Background: an optimization exercise with open tools, aiming at small area and a short achievable clock period. Do not read the settings as production practice. At most, simulation tests tie the RTL to the original design; equivalence was not proved. Power is estimated from default activity; no workload was simulated.

==> flow/design.v (excerpt) <==
module radix3_fft(
    input clk,
    input rst,
    input in_valid,
    input [31:0] a_re,
    input [31:0] a_img,
    input [31:0] b_re,
    input [31:0] b_img,
    input [31:0] c_re,
    input [31:0] c_img,
    output out_valid,
    output [31:0] ao_re,
    output [31:0] ao_img,
    output [31:0] bo_re,
    output [31:0] bo_img,
    output [31:0] co_re,
    output [31:0] co_img
    );
Size in the first run: about 12000 cells after synthesis, roughly 3200 flip-flops, about 390 I/O pins.
==> module r3_mul, before the edit <==
module r3_mul #(parameter [4:0] R = 0) (
    input clk,
    input [31:0] d,
    output [31:0] m
    );
wire [31:0] di;
r3_cut #(.W(32), .EN(R[3])) C3 (.clk(clk), .d(d), .q(di));
wire [23:0] mm = {1'b1, di[22:0]};
wire [24:0] t = {1'b0, mm} + {2'b0, mm[23:1]};
wire [23:0] u = mm - {4'd0, mm[23:4]};
wire [7:0] e = di[30:23];
wire ez_a = (e == 8'd0);
wire byp1_a = (e == 8'd1) | ((e == 8'd255) & t[24]);
wire byp2_a = (e[7:1] == 7'd1) | (e[7:1] == 7'd2);    
wire [22:0] f_b; wire c1; wire [23:0] u_b; wire [7:0] e_b; wire sd_b, ez, byp1, byp2;
r3_cut #(.W(23+1+24+8+1+3), .EN(R[0])) C0 (.clk(clk),
    .d({di[22:0], t[24], u, e, di[31], ez_a, byp1_a, byp2_a}),
    .q({f_b, c1, u_b, e_b, sd_b, ez, byp1, byp2}));
wire u23 = u_b[23];
wire byp = byp1 | byp2;
wire nrm = ~byp & ~ez;
wire [23:0] m_b = {1'b1, f_b};
wire [24:0] o1 = {1'b0, byp1 ? u_b : m_b};
wire [24:0] o2 = nrm ? {2'd0, m_b[23:1]} : (byp1 & ~u23) ? {1'b0, u_b} : 25'd0;
wire [24:0] o3 = nrm ? {3'd0, u_b[23:3], 1'b0} : ez ? {2'd0, u_b[23:1]} : 25'd0;
wire cin = nrm & ~c1 & u_b[2];
wire sh = nrm & c1;
wire [7:0] e1 = byp2 ? e_b + 8'd250 :
                byp1 ? (e_b[1] ? 8'd252 : 8'd254) + {7'd0, u23} :
                ez   ? 8'd255 : e_b + {7'd0, c1};
wire sg = byp2 ? sd_b : ~sd_b;
wire [24:0] cs_s = o1 ^ o2 ^ o3;
wire [24:0] cs_c = (o1 & o2) | (o1 & o3) | (o2 & o3);
wire [24:0] cs_s_c, cs_c_c; wire cin_c, sh_c, sg_c; wire [7:0] e1_c;
r3_cut #(.W(25+25+3+8), .EN(R[1])) C1 (.clk(clk),
    .d({cs_s, cs_c, cin, sh, sg, e1}), .q({cs_s_c, cs_c_c, cin_c, sh_c, sg_c, e1_c}));
wire [25:0] w = {1'b0, cs_s_c} + {cs_c_c, cin_c};
wire [25:0] w_d; wire sh_d, sg_d; wire [7:0] e1_d;
r3_cut #(.W(26+2+8), .EN(R[4])) C4 (.clk(clk),
    .d({w, sh_c, sg_c, e1_c}), .q({w_d, sh_d, sg_d, e1_d}));
wire [7:0] e0_d = e1_d - 8'd1;
wire [24:0] h = sh_d ? w_d[25:1] : w_d[24:0];
wire [31:0] m_e = {sg_d, h[24] ? e1_d : e0_d, h[24] ? h[23:1] : h[22:0]};
r3_cut #(.W(32), .EN(R[2])) C2 (.clk(clk), .d(m_e), .q(m));
endmodule
Settings: LEC_CHECK=0, CAP_MARGIN=20, CORE_MARGIN=2, CORE_UTILIZATION=40, CTS_CLUSTER_DIAMETER=80, CTS_CLUSTER_SIZE=24, PLACE_DENSITY=0.7, SETUP_SLACK_MARGIN=2.3, SLEW_MARGIN=20; clock period 5.0 ns.
run.sh (not shown) runs the stock make flow with config.mk's settings and CLKGATE_MAP_FILE= SYNTH_SCRIPT=/design/flow/synth_recipe.tcl, a recipe that flattens the netlist after the stock synthesis.
The first run passed the timing, design-rule and antenna checks.
Then changed:
--- a/flow/design.v
+++ b/flow/design.v
@@ -322,8 +322,9 @@
 wire byp = byp1 | byp2;
 wire nrm = ~byp & ~ez;
 wire [23:0] m_b = {1'b1, f_b};
-wire [24:0] o1 = {1'b0, byp1 ? u_b : m_b};
-wire [24:0] o2 = nrm ? {2'd0, m_b[23:1]} : (byp1 & ~u23) ? {1'b0, u_b} : 25'd0;
+wire [23:0] s2 = u23 ? u_b : {u_b[22:0], 1'b0};
+wire [24:0] o1 = {1'b0, byp1 ? s2 : m_b};
+wire [24:0] o2 = nrm ? {2'd0, m_b[23:1]} : 25'd0;
 wire [24:0] o3 = nrm ? {3'd0, u_b[23:3], 1'b0} : ez ? {2'd0, u_b[23:1]} : 25'd0;
 wire cin = nrm & ~c1 & u_b[2];
 wire sh = nrm & c1;
After rerunning: The new run produced a clean layout. Critical path depth increases by 1. Worst setup slack gains 120 ps. Cell count decreases by 0.83%. Non-clock buffer count increases by 24. Worst hold slack is about the same. Wire length decreases by 2.9%. Via count decreases by 1.5%. Maximum frequency increases by 4.4%. Power decreases by 0.76%. Final area decreases by 0.42%. Utilization increases by 0.15 points.
No functional check of the RTL was part of the first run of this note.

========
Q:
Another version of the RTL of radix3_fft (not shown whole).
Size: about 12000 cells after synthesis, roughly 390 I/O pins, about 130000 um^2 of cells after synthesis.
==> module radix3_fft, before the edit <==
module radix3_fft(
    input clk,
    input rst,
    input in_valid,
    input [31:0] a_re,
    input [31:0] a_img,
    input [31:0] b_re,
    input [31:0] b_img,
    input [31:0] c_re,
    input [31:0] c_img,
    output out_valid,
    output [31:0] ao_re,
    output [31:0] ao_img,
    output [31:0] bo_re,
    output [31:0] bo_img,
    output [31:0] co_re,
    output [31:0] co_img
    );
parameter [5:0] R1 = 6'b011111;     
parameter [5:0] R2 = 6'b011111;     
parameter [4:0] RM = 5'b10111;      
parameter [5:0] R3 = 6'b011111;     
parameter H1 = 0;                   
parameter H3 = 1;                   
function integer cnt;
    input [31:0] x;
    integer i;
    begin
        cnt = 0;
        for (i = 0; i < 32; i = i + 1) cnt = cnt + x[i];
    end
endfunction
localparam L1 = cnt(R1);
localparam L2 = cnt(R2);
localparam LM = cnt(RM);
localparam L3 = cnt(R3);
localparam LMID = (L2 > LM) ? L2 : LM;
localparam LAT = L1 + LMID + L3;
reg [LAT-1:0] v;
always @(posedge clk) begin
    if (rst)
        v <= {LAT{1'b0}};
    else
        v <= {v[LAT-2:0], in_valid};
end
assign out_valid = v[LAT-1];
wire [31:0] s_re, s_img, d_re, d_img, a1_re, a1_img;
r3_pair #(.R(R1), .HEAVY(H1)) P1R (.clk(clk), .x(b_re),  .y(c_re),  .zp(s_re),  .zm(d_re));
r3_pair #(.R(R1), .HEAVY(H1)) P1I (.clk(clk), .x(b_img), .y(c_img), .zp(s_img), .zm(d_img));
generate
    if (L1 > 0) begin : gDA
        r3_pipe #(.W(64), .N(L1)) DA (.clk(clk), .d({a_re, a_img}), .q({a1_re, a1_img}));
    end else begin : nDA
        assign {a1_re, a1_img} = {a_re, a_img};
    end
endgenerate
wire [31:0] ao2_re, ao2_img, p_re, p_img, m_re, m_img;
wire [31:0] ao3_re, ao3_img, p3_re, p3_img, m3_re, m3_img;
r3_st2 #(.R(R2)) S2R (.clk(clk), .a(a1_re),  .s(s_re),  .ao(ao2_re),  .p(p_re));
r3_st2 #(.R(R2)) S2I (.clk(clk), .a(a1_img), .s(s_img), .ao(ao2_img), .p(p_img));
r3_mul #(.R(RM)) MR (.clk(clk), .d(d_re),  .m(m_re));
r3_mul #(.R(RM)) MI (.clk(clk), .d(d_img), .m(m_img));
generate
    if (LMID - L2 > 0) begin : gDP
        r3_pipe #(.W(128), .N(LMID - L2)) DP (.clk(clk), .d({ao2_re, ao2_img, p_re, p_img}), .q({ao3_re, ao3_img, p3_re, p3_img}));
    end else begin : nDP
        assign {ao3_re, ao3_img, p3_re, p3_img} = {ao2_re, ao2_img, p_re, p_img};
    end
endgenerate
generate
    if (LMID - LM > 0) begin : gDM
        r3_pipe #(.W(64), .N(LMID - LM)) DM (.clk(clk), .d({m_re, m_img}), .q({m3_re, m3_img}));
    end else begin : nDM
        assign {m3_re, m3_img} = {m_re, m_img};
    end
endgenerate
r3_pair #(.R(R3), .HEAVY(H3)) P3R (.clk(clk), .x(p3_re),  .y(m3_img), .zp(co_re),  .zm(bo_re));
r3_pair #(.R(R3), .HEAVY(H3)) P3I (.clk(clk), .x(p3_img), .y(m3_re),  .zp(bo_img), .zm(co_img));
generate
    if (L3 > 0) begin : gDAO
        r3_pipe #(.W(64), .N(L3)) DAO (.clk(clk), .d({ao3_re, ao3_img}), .q({ao_re, ao_img}));
    end else begin : nDAO
        assign {ao_re, ao_img} = {ao3_re, ao3_img};
    end
endgenerate
endmodule
==> flow/config.mk <==
export PLATFORM = sky130hd
export DESIGN_NAME = radix3_fft
export DESIGN_NICKNAME = radix3_fft
export VERILOG_FILES = /design/flow/design.v
export SDC_FILE = /design/flow/constraint.sdc
export NUM_CORES = 8
export LEC_CHECK = 0
export CAP_MARGIN = 20
export CORE_MARGIN = 2
export CORE_UTILIZATION = 55
export CTS_BUF_LIST = sky130_fd_sc_hd__clkbuf_8
export CTS_CLUSTER_DIAMETER = 60
export CTS_CLUSTER_SIZE = 16
export PLACE_DENSITY = 0.7
export SETUP_SLACK_MARGIN = 2.5
export SLEW_MARGIN = 20
export SYNTH_HIERARCHICAL = 1
==> flow/constraint.sdc <==
create_clock -name core_clock -period 5.0 [get_ports {clk}]
set_input_delay 1.0000 -clock core_clock [delete_from_list [all_inputs] [get_ports {clk}]]
set_output_delay 1.0000 -clock core_clock [all_outputs]
set_load 0.01 [all_outputs]
diff inputs: Q => P
-- flow/design.v --
<<< Q, line 23
parameter [5:0] R3 = 6'b011111;     
parameter H1 = 0;                   
parameter H3 = 1;                   
function integer cnt;
    input [31:0] x;
>>> P, line 23
parameter [5:0] R3 = 6'b011111;     
parameter H1 = 0;                   
parameter H3 = 0;                   
function integer cnt;
    input [31:0] x;
## What came out
Die area in P is about 1.1% higher than in Q. Delta (P minus Q): total power increased by 0.0014 W relative to the old numbers, power attributed to sequential cells +about 1%. On wire length on met1, the higher figure sits with P, not Q. [P] met3 layer wire length in the routed design rose 290 um relative to Q. Per the final summary, P finished and its layout is clean on timing, DRC and antenna. Summary: wire length reported by the detailed router, P worse than Q. The global-route wire length before repair number comes out higher for P vs Q. The post-layout instance area in P was higher than what Q gave.
The RTL of P was laid out without a check of its function.

[static timing again, ports no longer ideal]
In the flow no input, the clock included, has a driving cell. The finished layouts below were timed again as built, in two steps. Step 1 assumes that a clkbuf_16 drives the clock port and a buf_2 every other input. Step 2 moves the port delays by t, midway between the first and last clock arrival at a register: inputs arrive t later, outputs are due t later. That takes back most of the time a late clock gives input paths. a / b / c = ideal ports / drivers / drivers and shift; a / b = the first two.
run	t, ns	setup slack, ns	latest minus earliest clock arrival (ns)	slew at the worst register clock pin (ns)	cell pins on the clock port's net
the first run of note 1	0.988	2.130 / 2.130 / 1.548	0.077 / 0.077	0.10 / 0.10	1
the second run of note 1	0.962	2.250 / 2.250 / 1.560	0.074 / 0.074	0.09 / 0.09	1
Q	1.139	2.473 / 2.378 / 1.674	0.056 / 0.057	0.11 / 0.11	1
P	1.134	2.488 / 2.393 / 1.664	0.074 / 0.074	0.10 / 0.10	1
After both steps every run listed still meets setup and hold. The setup slack of P, which loses most, moves by -0.095 ns with the drivers and by -0.824 ns with both steps.
